What follows belongs to an exercise in optimizing a design on an open flow for small area; a production flow would make more cautious choices.
In this exercise RTL edits were held to simulation tests only and were not proved equivalent to the original.
In every run shown here, the design's own scripts or RTL, not TritonCTS, make the clock network.
The clock port is modelled as an ideal driver, which makes a skipped or thinned clock tree look cheaper than it is; a real chip needs a root buffer or a tree.
Power figures rest on the tool's default switching activity, not on a simulated workload.

## flow/constraint.sdc

```tcl
create_clock -name core_clock -period 10.0 [get_ports {clk}]
set_input_delay 2.0000 -clock core_clock [delete_from_list [all_inputs] [get_ports {clk}]]
set_output_delay 2.0000 -clock core_clock [all_outputs]
set_load 0.01 [all_outputs]
```

## flow/flow/run.sh

```bash
#!/bin/bash
# Own layout flow: the standard ORFS flow with these changes:
#  - synthesis is the standard one, but ABC maps the logic with an area-oriented
#    script, tried with several seeds (flow/abc_override.tcl), instead of ORFS's
#    speed script; registers are untouched;
#  - port buffers use the smallest buffer cell;
#  - the clock tree is built by flow/clock_tree.tcl in place of ORFS's CTS step.
set -euo pipefail
W=$(pwd)
F=$W/flow
export MY_ABC_SEEDS="1 2 3 4 5 6 7 8 9 10 11 12 13 14 15 16"
export MY_ABC_TIME=15
export RES=$W/orfs/results/sky130hd/TopModule/base

# synthesis script: the standard flow's, with the abc command overridden
{ head -n 1 synth_recipe.tcl; cat "$F/abc_override.tcl"; tail -n +2 synth_recipe.tcl; } > my_synth.tcl
# config: the standard flow's, plus the extra settings
{ cat config.mk; echo; cat "$F/extra.mk"; } > my_config.mk
sed -e "s#$W/synth_recipe.tcl#$W/my_synth.tcl#g" -e "s#$W/config.mk#$W/my_config.mk#g" standard.sh > my_standard.sh

bash my_standard.sh synth > synth.log 2>&1
bash my_standard.sh place > place.log 2>&1
openroad -no_init -exit "$F/clock_tree.tcl" > clock_tree.log 2>&1
bash my_standard.sh finish > route_finish.log 2>&1
test -f out/final.def
```

## flow/flow/downsize.tcl

```tcl
# Buffers that the placement repair inserted or upsized are often larger than
# needed: try each with smaller buffer cells, smallest first, and keep the
# first that leaves no slew or capacitance violation at its output or its
# loads, with the slew limit tightened to 1.2 ns.
proc buffer_ok {inst} {
  # no capacitance violation at the buffer's output or its loads, and no
  # load whose slew is over 1.2 ns (the library's limit is 1.5 ns)
  sta::redirect_string_begin
  report_check_types -max_capacitance -violators
  set s [sta::redirect_string_end]
  set out [$inst findITerm X]
  set pins [list "[$inst getName]/X"]
  foreach it [[$out getNet] getITerms] {
    if {[$it getIoType] ne "INPUT"} { continue }
    set name "[[$it getInst] getName]/[[$it getMTerm] getName]"
    lappend pins $name
    foreach e {rise fall} {
      if {[sta::time_ui_sta [get_property [get_pins $name] slew_max_$e]] > 1.2e-9} { return 0 }
    }
  }
  foreach line [split $s "\n"] {
    if {![string match *VIOLATED* $line]} { continue }
    if {[lsearch -exact $pins [lindex $line 0]] >= 0} { return 0 }
  }
  return 1
}
estimate_parasitics -placement
set sizes {buf_1 buf_2 buf_4 buf_6 buf_8 buf_12 buf_16}
foreach pass {1 2} {
foreach inst [[ord::get_db_block] getInsts] {
  set m [$inst getMaster]
  set mname [$m getName]
  if {![regexp {^sky130_fd_sc_hd__((clk)?buf_[0-9]+|clkdlybuf4s[0-9]+_[0-9]+|dlygate4sd[0-9]_1|dlymetal6s[0-9]s_1)$} $mname]} { continue }
  if {[string match clkbuf_* [$inst getName]]} { continue }
  set area [expr {[$m getWidth] * [$m getHeight]}]
  foreach s $sizes {
    set cand [[ord::get_db] findMaster sky130_fd_sc_hd__$s]
    if {[$cand getWidth] * [$cand getHeight] >= $area} { break }
    $inst swapMaster $cand
    estimate_parasitics -placement
    if {[buffer_ok $inst]} {
      puts "downsize [$inst getName]: $mname -> sky130_fd_sc_hd__$s"
      break
    }
    $inst swapMaster $m
    estimate_parasitics -placement
  }
}
}
```

## flow/flow/extra.mk

```make
export BUFFER_PORTS_ARGS = -buffer_cell sky130_fd_sc_hd__buf_1
```

## flow/flow/abc_override.tcl

```tcl
# ABC maps the logic with an area-oriented script in place of ORFS's: deep
# AIG restructuring then two rounds of area-oriented mapping, tried with
# several random seeds; the mapping with the smallest cell area is kept.
proc abc {args} {
  set i [lsearch -exact $args -script]
  if {$i >= 0} { set args [lreplace $args $i [expr {$i + 1}]] }
  set libargs {}
  foreach lib $::env(LIB_FILES) { lappend libargs -liberty $lib }
  design -save abc_input
  set best_area -1
  foreach seed $::env(MY_ABC_SEEDS) {
    design -load abc_input
    set script [file join $::env(OBJECTS_DIR) abc_seed_$seed.script]
    set f [open $script w]
    set map "&dch -f\n&nf -a -p -C 32 -F 8 -A 8 -R 1000\n&put"
    puts $f "strash\n&get -n\n&deepsyn -T $::env(MY_ABC_TIME) -S $seed\n$map\n&get -n\n$map\ntopo"
    close $f
    yosys abc -script $script {*}$args
    set stat [tee -q -s result.string stat {*}$libargs]
    if {![regexp {Chip area for module[^:]*:\s*([0-9.]+)} $stat -> area]} { error "no area from stat" }
    puts "ABC seed $seed: cell area $area"
    if {$best_area < 0 || $area < $best_area} {
      set best_area $area
      design -save abc_best
    }
  }
  design -load abc_best
  puts "ABC: kept the mapping with cell area $best_area"
}

# Leave half and full adders to ABC as well: the design has no arithmetic,
# and the adder cells ORFS extracts are larger than ABC's gates.
proc extract_fa {args} {}
```

## flow/standard.sh

```bash
#!/bin/bash
# synth_recipe.tcl (not shown) runs the flow's synth.tcl, then flattens the netlist and writes it again
# the make line also repeats each setting of config.mk as NAME=value (left out here)
make -C /OpenROAD-flow-scripts/flow DESIGN_CONFIG=/design/flow/config.mk WORK_HOME=/design/flow/orfs CLKGATE_MAP_FILE= SYNTH_SCRIPT=/design/flow/synth_recipe.tcl "${@:-finish}"
```

## flow/flow/clock_tree.tcl

```tcl
# Clock tree built by hand in place of ORFS's CTS step: the flip-flops are
# split into groups_n groups of equal size by recursive bisection; each group
# gets a clkbuf_8 at its centre, and one clkbuf_4 root, driven by the clock
# port, drives the group buffers. Group buffers whose flip-flops still see a
# slow clock edge are then upsized to clkbuf_16.
set groups_n 5
set slew_limit_ps 122

proc split_groups {items k} {
  # Split items into k groups of near-equal size, cutting across the longer
  # side of their bounding box each time.
  if {$k == 1} { return [list $items] }
  set xs [lmap s $items {lindex $s 1}]
  set ys [lmap s $items {lindex $s 2}]
  set dx [expr {[tcl::mathfunc::max {*}$xs] - [tcl::mathfunc::min {*}$xs]}]
  set dy [expr {[tcl::mathfunc::max {*}$ys] - [tcl::mathfunc::min {*}$ys]}]
  set idx [expr {$dx >= $dy ? 1 : 2}]
  set sorted [lsort -real -index $idx $items]
  set k1 [expr {$k / 2}]
  set n1 [expr {int(round([llength $sorted] * double($k1) / $k))}]
  return [concat [split_groups [lrange $sorted 0 [expr {$n1 - 1}]] $k1] \
                 [split_groups [lrange $sorted $n1 end] [expr {$k - $k1}]]]
}

proc worst_sink_slew {net} {
  set worst 0
  foreach it [$net getITerms] {
    if {[$it getIoType] ne "INPUT"} { continue }
    set pin [get_pins [$it getName]]
    foreach e {rise fall} {
      set s [expr {[sta::time_ui_sta [get_property $pin slew_max_$e]] * 1e12}]
      if {$s > $worst} { set worst $s }
    }
  }
  return $worst
}

read_liberty $::env(FLOW_HOME)/platforms/sky130hd/lib/sky130_fd_sc_hd__tt_025C_1v80.lib
read_db $::env(RES)/3_place.odb
read_sdc $::env(RES)/3_place.sdc
source $::env(FLOW_HOME)/platforms/sky130hd/setRC.tcl

# first shrink oversized repair buffers (flow/downsize.tcl)
source [file join [file dirname [info script]] downsize.tcl]

set db [ord::get_db]
set block [ord::get_db_block]
set clknet [$block findNet clk]
set bufm [$db findMaster sky130_fd_sc_hd__clkbuf_8]
set rootm [$db findMaster sky130_fd_sc_hd__clkbuf_4]
set bigm [$db findMaster sky130_fd_sc_hd__clkbuf_16]

set sinks {}
foreach it [$clknet getITerms] {
  set bb [[$it getInst] getBBox]
  lappend sinks [list $it [expr {([$bb xMin] + [$bb xMax]) / 2.0}] [expr {([$bb yMin] + [$bb yMax]) / 2.0}]]
}
set groups [split_groups $sinks $groups_n]

set rootnet [odb::dbNet_create $block clknet_root]
$rootnet setSigType CLOCK
set leaves {}
set n 0
set lx 0.0
set ly 0.0
foreach g $groups {
  set sx 0.0
  set sy 0.0
  foreach s $g { set sx [expr {$sx + [lindex $s 1]}]; set sy [expr {$sy + [lindex $s 2]}] }
  set cx [expr {$sx / [llength $g]}]
  set cy [expr {$sy / [llength $g]}]
  set buf [odb::dbInst_create $block $bufm clkbuf_leaf_$n]
  set net [odb::dbNet_create $block clknet_leaf_$n]
  $net setSigType CLOCK
  foreach s $g {
    set it [lindex $s 0]
    $it disconnect
    $it connect $net
  }
  [$buf findITerm X] connect $net
  [$buf findITerm A] connect $rootnet
  $buf setLocation [expr {int($cx)}] [expr {int($cy)}]
  $buf setPlacementStatus PLACED
  lappend leaves $buf
  set lx [expr {$lx + $cx}]
  set ly [expr {$ly + $cy}]
  incr n
}
set root [odb::dbInst_create $block $rootm clkbuf_root]
[$root findITerm A] connect $clknet
[$root findITerm X] connect $rootnet
$root setLocation [expr {int($lx / $n)}] [expr {int($ly / $n)}]
$root setPlacementStatus PLACED
puts "clock tree: [llength $sinks] flip-flops in $n groups of [join [lmap g $groups {llength $g}] {, }]"

detailed_placement
set_propagated_clock [all_clocks]
estimate_parasitics -placement
foreach buf $leaves {
  set w [worst_sink_slew [[$buf findITerm X] getNet]]
  if {$w > $slew_limit_ps} {
    puts "upsize [$buf getName]: worst flip-flop clock slew $w ps"
    $buf swapMaster $bigm
  }
}
detailed_placement
check_placement
estimate_parasitics -placement
set worst 0
foreach pin [all_registers -clock_pins] {
  foreach e {rise fall} {
    set s [expr {[sta::time_ui_sta [get_property $pin slew_max_$e]] * 1e12}]
    if {$s > $worst} { set worst $s }
  }
}
puts "worst flip-flop clock pin slew: $worst ps"
report_clock_skew
report_worst_slack -min
report_worst_slack -max
write_db $::env(RES)/4_1_cts.odb
write_db $::env(RES)/4_cts.odb
write_sdc $::env(RES)/4_cts.sdc
```

## flow/design.v

```verilog
module TopModule (
    input              clk,
    input              rst,
    input              chipSelect,
    input              read_in,
    input              write_in,
    input              A0In,
    input      [7:0]   inDataBus,
    output reg [7:0]   outDataBus,
    output reg         ioDataBus,
    input      [2:0]   cascade_in,
    output reg [2:0]   cascade_out,
    output             cascade_io,
    input              SP,
    input              interrupt_acknowledge_n,
    output reg         interrupt_to_cpu,
    input      [7:0]   interrupt_request
);
    integer i;
    reg       write_low;     
    reg       a0_q;
    reg [7:0] data_q;
    always @(posedge clk or negedge rst) begin
        if (!rst) write_low <= 1'b0;
        else      write_low <= ~chipSelect & ~write_in;
    end
    always @(posedge clk) begin
        a0_q   <= A0In;
        data_q <= inDataBus;
    end
    wire write_pulse = write_low & write_in;
    wire write_a1    = write_pulse & a0_q;
    wire write_a0    = write_pulse & ~a0_q;
    wire write_icw1  = write_a0 & data_q[4];
    wire write_ocw2  = write_a0 & ~data_q[4] & ~data_q[3];
    wire write_ocw3  = write_a0 & ~data_q[4] & data_q[3];
    reg [1:0] init_state;    
    reg       ic4;
    reg       single;
    reg       ltim;
    wire init_done  = (init_state == 2'd0);
    wire write_icw2 = write_a1 & (init_state == 2'd1);
    wire write_icw3 = write_a1 & (init_state == 2'd2);
    wire write_icw4 = write_a1 & (init_state == 2'd3);
    wire write_ocw1 = write_a1 & init_done;
    wire ocw2       = write_ocw2 & init_done;
    wire ocw3       = write_ocw3 & init_done;
    always @(posedge clk or negedge rst) begin
        if (!rst)
            init_state <= 2'd0;
        else if (write_icw1)
            init_state <= 2'd1;
        else if (write_a1) begin
            case (init_state)
                2'd1:    init_state <= ~single ? 2'd2 : (ic4 ? 2'd3 : 2'd0);
                2'd2:    init_state <= ic4 ? 2'd3 : 2'd0;
                default: init_state <= 2'd0;
            endcase
        end
    end
    always @(posedge clk) begin
        if (write_icw1) ic4 <= data_q[0];
    end
    always @(posedge clk or negedge rst) begin
        if (!rst) begin
            ltim   <= 1'b0;
            single <= 1'b0;
        end else if (write_icw1) begin
            ltim   <= data_q[3];
            single <= data_q[1];
        end
    end
    reg [7:3] vector_base;
    reg [7:0] icw3;
    reg       aeoi;
    reg [7:0] imr_n;        
    reg       auto_rotate;
    reg [1:0] rr_ris;        
    always @(posedge clk or negedge rst) begin
        if (!rst) begin
            vector_base <= 5'd0;
            icw3        <= 8'd0;
            aeoi        <= 1'b0;
            imr_n       <= 8'h00;
            auto_rotate <= 1'b0;
            rr_ris      <= 2'b00;
        end else if (write_icw1) begin
            vector_base <= 5'd0;
            icw3        <= 8'd0;
            aeoi        <= 1'b0;
            imr_n       <= 8'h00;
            auto_rotate <= 1'b0;
            rr_ris      <= 2'b00;
        end else begin
            if (write_icw2) vector_base <= data_q[7:3];
            if (write_icw3) icw3 <= data_q;
            if (write_icw4) aeoi <= data_q[1];
            if (write_ocw1) imr_n <= ~data_q;
            if (ocw2 & ~data_q[6] & ~data_q[5])
                auto_rotate <= data_q[7];
            if (ocw3) rr_ris <= {~data_q[1], data_q[0]};
        end
    end
    reg       delay_inta;    
    reg       ack1, ack2;    
    reg       thawed;        
    always @(posedge clk or negedge rst) begin
        if (!rst) delay_inta <= 1'b1;
        else      delay_inta <= interrupt_acknowledge_n;
    end
    wire neg_inta = delay_inta & ~interrupt_acknowledge_n;
    wire idle     = ~ack1 & ~ack2;
    wire go_ack1  = idle & neg_inta & ~ocw2;
    wire go_ack2  = ack1 & neg_inta;
    wire end_seq  = ack2 & interrupt_acknowledge_n;
    wire next_idle = (idle & ~go_ack1) | end_seq;
    always @(posedge clk or negedge rst) begin
        if (!rst) begin
            ack1 <= 1'b0;
            ack2 <= 1'b0;
        end else if (write_icw1) begin
            ack1 <= 1'b0;
            ack2 <= 1'b0;
        end else begin
            ack1 <= go_ack1 | (ack1 & ~neg_inta);
            ack2 <= go_ack2 | (ack2 & ~interrupt_acknowledge_n);
        end
    end
    always @(posedge clk or negedge rst) begin
        if (!rst) thawed <= 1'b0;
        else if (next_idle) thawed <= 1'b1;
    end
    reg  [7:0] irr;
    reg  [7:0] low_seen;
    reg  [7:0] isr;
    reg  [2:0] rotate;       
    reg  [2:0] rotate_q;     
    reg  [7:0] interrupt;
    reg  [7:0] hlis;         
    wire [7:0] masked = irr & imr_n;
    wire [7:0] cand   = masked | isr;
    reg  [7:0] hi_part, grant, grant_hi, grant_all;
    reg        seen_hi, seen_all;
    always @(*) begin
        for (i = 0; i < 8; i = i + 1)
            hi_part[i] = cand[i] & (i > rotate);
        seen_hi = 1'b0; seen_all = 1'b0;
        for (i = 0; i < 8; i = i + 1) begin
            grant_hi[i]  = hi_part[i] & ~seen_hi;
            grant_all[i] = cand[i] & ~seen_all;
            seen_hi  = seen_hi | hi_part[i];
            seen_all = seen_all | cand[i];
        end
        grant     = seen_hi ? grant_hi : grant_all;
        interrupt = grant & ~isr;
    end
    reg  [7:0] h_hi, h_all;
    reg        hs_hi, hs_all;
    always @(*) begin
        hs_hi = 1'b0; hs_all = 1'b0;
        for (i = 0; i < 8; i = i + 1) begin
            h_hi[i]  = isr[i] & (i > rotate_q) & ~hs_hi;
            h_all[i] = isr[i] & ~hs_all;
            hs_hi  = hs_hi | (isr[i] & (i > rotate_q));
            hs_all = hs_all | isr[i];
        end
        hlis = hs_hi ? h_hi : h_all;
    end
    wire [2:0] hlis_level = ~{ |(hlis & 8'h0f), |(hlis & 8'h33), |(hlis & 8'h55) };
    wire [2:0] int_level  = ~{ |(interrupt & 8'h0f), |(interrupt & 8'h33), |(interrupt & 8'h55) };
    wire       int_any    = |interrupt;
    reg [7:0] eoi;
    always @(*) begin
        if (write_icw1)
            eoi = 8'hff;
        else if (aeoi & end_seq)
            eoi = hlis;
        else if (ocw2 & ~data_q[6] & data_q[5])
            eoi = hlis;
        else if (ocw2 & data_q[6] & data_q[5])
            eoi = 8'd1 << data_q[2:0];
        else
            eoi = 8'd0;
    end
    always @(posedge clk or negedge rst) begin
        if (!rst) isr <= 8'd0;
        else      isr <= (isr & ~eoi) | interrupt;
    end
    always @(posedge clk) rotate_q <= rotate;
    always @(posedge clk or negedge rst) begin
        if (!rst)
            rotate <= 3'b111;
        else if (write_icw1)
            rotate <= 3'b111;
        else if (auto_rotate & end_seq)
            rotate <= hlis_level;
        else if (ocw2 & (data_q[7:5] == 3'b101))
            rotate <= hlis_level;
    end
    wire [7:0] clear_irr = interrupt | {8{write_icw1}};
    always @(posedge clk or negedge rst) begin
        if (!rst) begin
            low_seen <= 8'd0;
            irr      <= 8'd0;
        end else begin
            low_seen <= ~clear_irr & (low_seen | ~interrupt_request);
            irr      <= {8{thawed}} & ~clear_irr & interrupt_request &
                        ({8{ltim}} | low_seen);
        end
    end
    always @(posedge clk or negedge rst) begin
        if (!rst)
            interrupt_to_cpu <= 1'b0;
        else if (write_icw1)
            interrupt_to_cpu <= 1'b0;
        else if (int_any)
            interrupt_to_cpu <= 1'b1;
        else if (end_seq)
            interrupt_to_cpu <= 1'b0;
    end
    reg       from_slave;
    reg [2:0] ack_level;
    reg [2:0] ack1_level;    
    always @(posedge clk or negedge rst) begin
        if (!rst)
            from_slave <= 1'b0;
        else if (write_icw1 | end_seq)
            from_slave <= 1'b0;
        else if (int_any)
            from_slave <= |(interrupt & icw3);
    end
    always @(posedge clk) begin
        if (int_any) ack_level <= int_level;
        if (ack1)    ack1_level <= int_level;
    end
    wire cascade_slave = ~single & ~SP;
    assign cascade_io  = cascade_slave;
    wire slave_match = cascade_slave & (icw3[2:0] == cascade_in);
    wire drive_vector = slave_match | (~cascade_slave & ~from_slave);
    always @(*) begin
        if (SP & ~idle & from_slave)
            cascade_out = ack_level;
        else
            cascade_out = 3'b000;
    end
    wire out_vector = ~interrupt_acknowledge_n & ack2 & drive_vector;
    wire read       = ~read_in & ~chipSelect;
    always @(*) begin
        if (out_vector) begin
            ioDataBus  = 1'b0;
            outDataBus = {vector_base, cascade_slave ? ack1_level : hlis_level};
        end else if (!read) begin
            ioDataBus  = 1'b1;
            outDataBus = 8'd0;
        end else if (A0In) begin
            ioDataBus  = 1'b0;
            outDataBus = ~imr_n;
        end else if (rr_ris == 2'b00) begin
            ioDataBus  = 1'b0;
            outDataBus = irr;
        end else if (rr_ris == 2'b01) begin
            ioDataBus  = 1'b0;
            outDataBus = isr;
        end else begin
            ioDataBus  = 1'b1;
            outDataBus = 8'd0;
        end
    end
endmodule
```

## flow/config.mk

```make
export PLATFORM = sky130hd
export DESIGN_NAME = TopModule
export DESIGN_NICKNAME = TopModule
export VERILOG_FILES = /design/flow/design.v
export SDC_FILE = /design/flow/constraint.sdc
export NUM_CORES = 4
export LEC_CHECK = 0
export CAP_MARGIN = 5
export CORE_MARGIN = 2
export CORE_UTILIZATION = 40
export GPL_TIMING_DRIVEN = 0
export SLEW_MARGIN = 5
```

==> impl_metrics.py, run 1 <==
metrics = {
    "hold_path": {
        "whs_path_depth": 1,
        "hold_class": "flop to flop",
    },
    "grt": {
        "grt_max_degree": 25,
        "grt_pass1_wl_um": 17020,
        "antenna_found_initial": 0,
        "grt-ovfl-total": 0,
        "grt_usage_pct": 21.56,
        "grt_pass1_vias": 3049,
    },
    "sta": {
        "finalHoldViolCount": 0,
        "fin_tns_setup_ps": 0,
        "fin_crit_sh_pct": 66.92,
        "final.setup_skew_ps": 21.55,
        "rsz0062_at_grt": "no",
        "setup_violations": 0,
        "max_freq_mhz": 149.4,
        "slew_violations": 0,
        "max_slew_margin_pct": 14.05,
        "min_period_ps": 6692,
        "worstMarginPinSlew_ps": 1278,
    },
    "power_and_ir_drop": {
        "vdd_drop_max_mv": 0.1681,
        "p_per_area_mw_per_mm2": 263.7,
        "p_total_mw": 1.079,
        "p_leak_nw": 1.578,
    },
    "setup_path": {
        "critical_path_buf_inv_count": 2,
        "criticalPathCategory": "input port to output pin",
        "critPathLaunchType": "input port",
        "crit_cells": 10,
        "cpPeakStageDelay_ps": 730,
        "crit_path_max_fanout": 8,
        "required_ps": 8000,
        "end_kind": "output pin",
        "path_cells": "buf_1, nand2b_1, nor2_1, nand4_1, nand2_1, or3_1, nor4b_2, a221oi_1, o21ai_0, buf_1",
        "critPathTopFamily": "simple AND/OR/NAND/NOR gates",
        "cpMostUsedCell": "buf_1",
        "critical_path.slowest_cell": "nor4b_2",
        "crit_arrival_ps": 4690,
        "reg2regPathDepth": 11,
    },
    "clock_network": {
        "clkLatencyLatePin_ps": 420,
        "clk_pin_slew_ps": 100,
    },
    "synthesis": {
        "synth_fa_ha_area_share_pct": 0,
        "synthXorXnorAreaFrac_pct": 0.7092,
        "synth_seq_cells": 82,
        "synth-seq-area-share_pct": 54.85,
        "muxShareOfSynthArea_pct": 0.2702,
        "synth_area_mm2": 0.003705,
        "synth_top_family_by_area": "compound AO/OA/AOI/OAI gates",
        "yosys.area_share.simple_pct": 21.07,
        "synthCells": 380,
        "synth_cell_type_count": 46,
        "synth_edf_count": 7,
        "synth_compound_area_share_pct": 22.19,
        "post_synth.cell_area_avg_um2": 9.749,
        "synth_nets": 407,
        "ys.flop_type": "dfrtp_1",
        "async_reset_ff_share_pct": 76.83,
        "yosysWarnings": 1,
    },
    "final_layout": {
        "fill_cells": 921,
        "final_common_cell": "dfrtp_1",
        "n_antenna_cell": 0,
        "nets": 457,
        "drive_gt1_share_pct": 3.037,
        "final_cell_mix": "59 x dfrtp_1, 48 x nand2_1, 41 x buf_1",
        "final-seq-area_mm2": 0.002032,
        "fin_area_mm2": 0.004091,
        "syn_to_final_growth_pct": 10.44,
        "multi_input_area_mm2": 0.001652,
    },
    "route": {
        "wl_per_cell_um": 19.95,
        "dr.pass1.iters": 5,
        "wl_um": 10750,
        "remaining_drc_errors": 0,
        "via_per_inst": 6.020,
        "drtAntennaViolNets": 0,
        "drt-initial-drc-count": 200,
        "vias": 3245,
    },
    "floorplan": {
        "start_util_pct": 40.67,
        "coreArea_mm2": 0.009109,
        "die_height_um": 100.2,
        "ios": 41,
        "row_count": 35,
        "dieWidth_um": 100.2,
        "dieArea_mm2": 0.01005,
    },
    "placement": {
        "port-buffer-count": 40,
        "dp_hpwl_um": 8032,
        "gp_congestion": 0.9051,
        "placed_area_mm2": 0.004049,
    },
    "job": {
        "max_cap_violations": 0,
    },
    "outcome": {
        "status": "finished clean",
    },
}
-- registers in the layout (all words and copies together), names as in the netlist, 3 cells and up --
signal / cells
data_q: 8
icw3: 8
imr_n: 8
irr: 8
isr: 8
low_seen: 8
vector_base: 5
ack1_level: 3
ack_level: 3
rotate: 3
rotate_q: 3
-- synthesized netlist by cell type, drive strengths merged, types with 9 or more instances --
master / n / area (um^2)
nand2b: 10 / 62.56
a22o: 13 / 113.9
o21ai: 38 / 190.2
clkinv: 9 / 33.78
nand2: 48 / 180.2
nand3: 10 / 50.05
dfxtp: 12 / 240.2
dfrtp: 59 / 1476
nor2b: 15 / 93.84
nor2: 30 / 112.6
a21oi: 24 / 120.1
nor3: 27 / 135.1
-- report_power, final --
part | total (mW) | switching [mW] | internal (mW)
registers | 0.568 | 0.122 | 0.446
clock network | 0.151 | 0.101 | 0.0500
logic | 0.360 | 0.219 | 0.140
-- worst register-to-register path, stage by stage (launching register included) --
cell and delay (ps):
dfrtp_1 490, nor2_1 230, nand3_1 120, o22ai_1 190, o21a_1 170, and2_0 200, nand2_1 100, nor2_1 330
a21oi_1 150, nor4_1 990, nor4_1 250, nand2_1 240
-- logic make-up (layout without fill, tap and decap cells) --
family	Yosys count	in the layout
buffers and inverters	9	57
xor gates and xnor gates	3	3
muxes	1	1
DFF	82	82
AOI/OAI and AO/OA	123	123
and+or+nand+nor	162	162
-- final timing paths --
path,from,end,slack [ps]
setup / recovery,interrupt_acknowledge_n,outDataBus[0],3310
max in group asynchronous,rst,aeoi,6200
setup reg to reg,isr[2],ack_level[0],6230
hold / removal,thawed,thawed,460
min in group asynchronous,rst,ack2,1760
hold reg to reg,thawed,thawed,460
-- area by class of cell --
cell class,instances,area share [%]
multi-input cells,289,40.37
flip-flops and latches,82,49.66
inverters,9,0.8257
plain buffers,6,1.865
well taps,111,3.394
repair buffers,42,3.884
-- routing by layer --
layer / share of wire (%) / wire length [um] / GRT usage, % / up-vias
met5: 0 / 0 / 0 / -
met2: 45 / 4826 / 33.82 / 94
li1: - / - / - / 1524
met1: 48 / 5109 / 32.63 / 1601
met4: 3.2 / 346 / 6.006 / 0
met3: 4.4 / 471 / 1.114 / 26
-- stage by stage --
stage                     hold WS [ps]  utilization [%]  std cells  worst slack, ps
after floorplan                  427.6                -        380             3974
after global placement           448.6            43.85        531             2831
after detailed placement         445.5            44.45        533             2934
after global routing             488.5            44.92        539             3129
final                            464.5            44.92        539             3308
==> run 2, diff against run 1 <==
--- a/flow/flow/clock_tree.tcl
+++ b/flow/flow/clock_tree.tcl
@@ -1,7 +1,2 @@
-# Clock tree built by hand in place of ORFS's CTS step: the flip-flops are
-# split into groups_n groups of equal size by recursive bisection; each group
-# gets a clkbuf_8 at its centre, and one clkbuf_4 root, driven by the clock
-# port, drives the group buffers. Group buffers whose flip-flops still see a
-# slow clock edge are then upsized to clkbuf_16.
-set groups_n 5
+set groups_n 4
 set slew_limit_ps 122
@@ -59,4 +54,8 @@
 
-set rootnet [odb::dbNet_create $block clknet_root]
-$rootnet setSigType CLOCK
+if {$groups_n > 4} {
+  set rootnet [odb::dbNet_create $block clknet_root]
+  $rootnet setSigType CLOCK
+} else {
+  set rootnet $clknet
+}
 set leaves {}
@@ -88,7 +87,9 @@
 }
-set root [odb::dbInst_create $block $rootm clkbuf_root]
-[$root findITerm A] connect $clknet
-[$root findITerm X] connect $rootnet
-$root setLocation [expr {int($lx / $n)}] [expr {int($ly / $n)}]
-$root setPlacementStatus PLACED
+if {$groups_n > 4} {
+  set root [odb::dbInst_create $block $rootm clkbuf_root]
+  [$root findITerm A] connect $clknet
+  [$root findITerm X] connect $rootnet
+  $root setLocation [expr {int($lx / $n)}] [expr {int($ly / $n)}]
+  $root setPlacementStatus PLACED
+}
 puts "clock tree: [llength $sinks] flip-flops in $n groups of [join [lmap g $groups {llength $g}] {, }]"
--- a/flow/config.mk
+++ b/flow/config.mk
@@ -7,6 +7,6 @@
 export LEC_CHECK = 0
-export CAP_MARGIN = 5
+export CAP_MARGIN = 10
 export CORE_MARGIN = 2
-export CORE_UTILIZATION = 40
+export CORE_UTILIZATION = 70
 export GPL_TIMING_DRIVEN = 0
-export SLEW_MARGIN = 5
+export SLEW_MARGIN = 10
==> impl_metrics.py, run 2 <==
metrics = {
    "clock_network": {
        "clk_pin_slew_ps": 90,
        "clkLatencyLatePin_ps": 170,
    },
    "floorplan": {
        "start_util_pct": 72.54,
        "dieArea_mm2": 0.005891,
        "coreArea_mm2": 0.005107,
        "dieWidth_um": 76.75,
        "die_height_um": 76.75,
        "ios": 41,
        "row_count": 26,
    },
    "route": {
        "dr.pass1.iters": 6,
        "drt-initial-drc-count": 517,
        "drtAntennaViolNets": 0,
        "wl_per_cell_um": 20.82,
        "remaining_drc_errors": 0,
        "via_per_inst": 6.966,
        "vias": 3448,
        "wl_um": 10310,
    },
    "setup_path": {
        "crit_arrival_ps": 4710,
        "criticalPathCategory": "input port to output pin",
        "cpMostUsedCell": "buf_1",
        "path_cells": "buf_1, nand2b_1, nor2_1, nand4_1, nand2_1, or3_1, nor4b_2, a221oi_1, o21ai_0, buf_1",
        "critPathLaunchType": "input port",
        "end_kind": "output pin",
        "crit_start": "interrupt_acknowledge_n",
        "required_ps": 8000,
        "cpPeakStageDelay_ps": 790,
        "critical_path.slowest_cell": "nor4b_2",
        "timing.rr.start": "isr[2]",
        "crit_path_max_fanout": 8,
    },
    "placement": {
        "dp_hpwl_um": 7707,
        "gp_congestion": 0.9608,
        "port-buffer-count": 40,
    },
    "synthesis": {
        "post_synth.cell_area_avg_um2": 9.749,
        "synth_top_family_by_area": "compound AO/OA/AOI/OAI gates",
        "synth_nets": 407,
        "synth_seq_cells": 82,
        "netlist_top_cells_area": "dfrtp_1 40%, dfxtp_1 6.5%, edfxtp_1 5.7%",
        "synth_cell_type_count": 46,
        "synth.most_common_cell": "dfrtp_1",
        "async_reset_ff_share_pct": 76.83,
        "yosysWarnings": 1,
        "yosysTopAreaCell": "dfrtp_1",
        "yosys.area_share.simple_pct": 21.07,
        "synth-seq-area-share_pct": 54.85,
        "synthCells": 380,
        "synth_fa_ha_area_share_pct": 0,
        "muxShareOfSynthArea_pct": 0.2702,
        "synth_top_cell_area_share_pct": 39.85,
        "ys.flop_type": "dfrtp_1",
        "synth_common_cells": "59 x dfrtp_1, 48 x nand2_1, 38 x o21ai_0",
        "synth_compound_area_share_pct": 22.19,
        "synthXorXnorAreaFrac_pct": 0.7092,
        "synth_edf_count": 7,
        "synth_area_mm2": 0.003705,
    },
    "sta": {
        "finalHoldViolCount": 0,
        "fin_tns_setup_ps": 0,
        "final.setup_skew_ps": 27.23,
        "max_freq_mhz": 149.0,
        "setup_violations": 0,
        "slew_violations": 0,
        "min_period_ps": 6710,
        "fin_crit_sh_pct": 67.10,
        "max_slew_margin_pct": 27.50,
        "worstMarginPinSlew_ps": 1079,
        "rsz0062_at_grt": "no",
    },
    "final_layout": {
        "syn_to_final_growth_pct": 8.882,
        "final_cell_mix": "59 x dfrtp_1, 48 x nand2_1, 39 x buf_1",
        "final_common_cell": "dfrtp_1",
        "n_antenna_cell": 0,
        "drive_gt1_share_pct": 3.059,
        "nets": 454,
        "multi_input_area_mm2": 0.001658,
        "final-seq-area_mm2": 0.002032,
        "fill_cells": 353,
    },
    "grt": {
        "antenna_found_initial": 0,
        "grt_usage_pct": 35.87,
        "grt-ovfl-total": 0,
        "grt_max_degree": 36,
        "grt_pass1_wl_um": 16730,
        "grt_pass1_vias": 3253,
    },
    "power_and_ir_drop": {
        "seq_power_share_pct": 53.2,
        "switching_share_pct": 40.39,
        "p_per_area_mw_per_mm2": 263.3,
        "clkPwrFrac_pct": 12.1,
        "p_total_mw": 1.062,
        "combPwrFrac_pct": 34.6,
        "power_switching_mw": 0.4290,
        "vdd_drop_max_mv": 0.1933,
        "p_leak_nw": 1.573,
        "internal-power_mw": 0.6331,
    },
    "hold_path": {
        "hold_class": "flop to flop",
        "hp-start": "rotate[0]",
    },
    "job": {
        "max_cap_violations": 0,
    },
    "outcome": {
        "status": "finished clean",
    },
}
[run 2: final timing paths]
| check | end | slack (ps) | cells after the start |
|---|---|---|---|
| setup / recovery | outDataBus[2] | 3290 | 10 |
| hold / removal | rotate_q[0] | 470 | 0 |
| setup reg to reg | ack_level[2] | 6430 | 13 |
| hold reg to reg | rotate_q[0] | 470 | 0 |
| max in group asynchronous | isr[1] | 6950 | 2 |
| min in group asynchronous | write_low | 1820 | 1 |
[run 2: stage by stage]
stage | cells | util [%] | hold WS [ps] | instance area (um^2) | setup slack, ps
floorplan | 380 | - | 427.6 | 3705 | 3974
global placement | 490 | 77.19 | 454.0 | 3943 | 3058
detailed placement | 491 | 77.85 | 457.6 | 3976 | 3159
global route | 495 | 78.98 | 486.3 | 4034 | 3158
finish | 495 | 78.98 | 474.3 | 4034 | 3290
[run 2: routing by layer]
metal,vias up,wire (um),GRT usage (%)
met5,-,0,0
met4,0,293,11.09
met3,33,1046,5.412
met2,253,5031,58.16
met1,1639,3936,50.49
li1,1523,-,-
[run 2: critical path: cells and delay by family]
kind                   cells  cell delay (ps)
AND/OR/NAND/NOR            6             1900
AO/OA/AOI/OAI              2              410
buffers and inverters      2              400
[run 2: layout make-up]
class | instances | area share, %
tap | 70 | 2.171
inverter | 9 | 0.8375
sequential | 82 | 50.37
buffer | 4 | 1.644
multi-input combinational | 289 | 41.10
timing repair buffer | 41 | 3.877
[run 2: power by group through the flow]
stage	sequential [mW]	clock, mW	combinational, mW
finish	0.566	0.129	0.368
global route	0.578	0.140	0.406
detailed placement	0.565	0	0.357
global placement	0.561	0	0.340
floorplan	0.526	0	0.263
[run 2: logic make-up (layout without fill, tap and decap cells)]
kind of cell	Yosys count	in the layout
AOI/OAI and AO/OA	123	123
buffers and inverters	9	54
and+or+nand+nor	162	162
DFF	82	82
muxes	1	1
xor gates and xnor gates	3	3

==> separate check: timing with driven ports <==
The results above use ideal ports. As a check the final layouts listed here were re-extracted and re-timed, cells and wires unchanged. Step 1 (the two cells are an assumption about what drives the block):
set clk [get_ports {clk}]
set_driving_cell -lib_cell sky130_fd_sc_hd__clkbuf_16 $clk
set_driving_cell -lib_cell sky130_fd_sc_hd__buf_2 [delete_from_list [all_inputs] $clk]
Step 2 adds t to the input delays and takes it off the output delays; t is the mean of the earliest and latest rising clock arrival at the registers after step 1. Input paths then give back, and output paths get back, about the clock's delay inside the block. Slacks: no drivers / after step 1 / after step 2; pairs: no drivers / after step 1.
run | t, ns | setup slack, ns | pins driven straight from the clock port
run 1 | 0.436 | 3.308 / 3.286 / 3.286 | 1
run 2 | 0.226 | 3.290 / 3.269 / 3.269 | 4
After both steps every run listed still meets setup and hold. For run 1, which loses most, drivers alone change the setup slack by -0.022 ns; drivers and shift together by -0.022 ns.
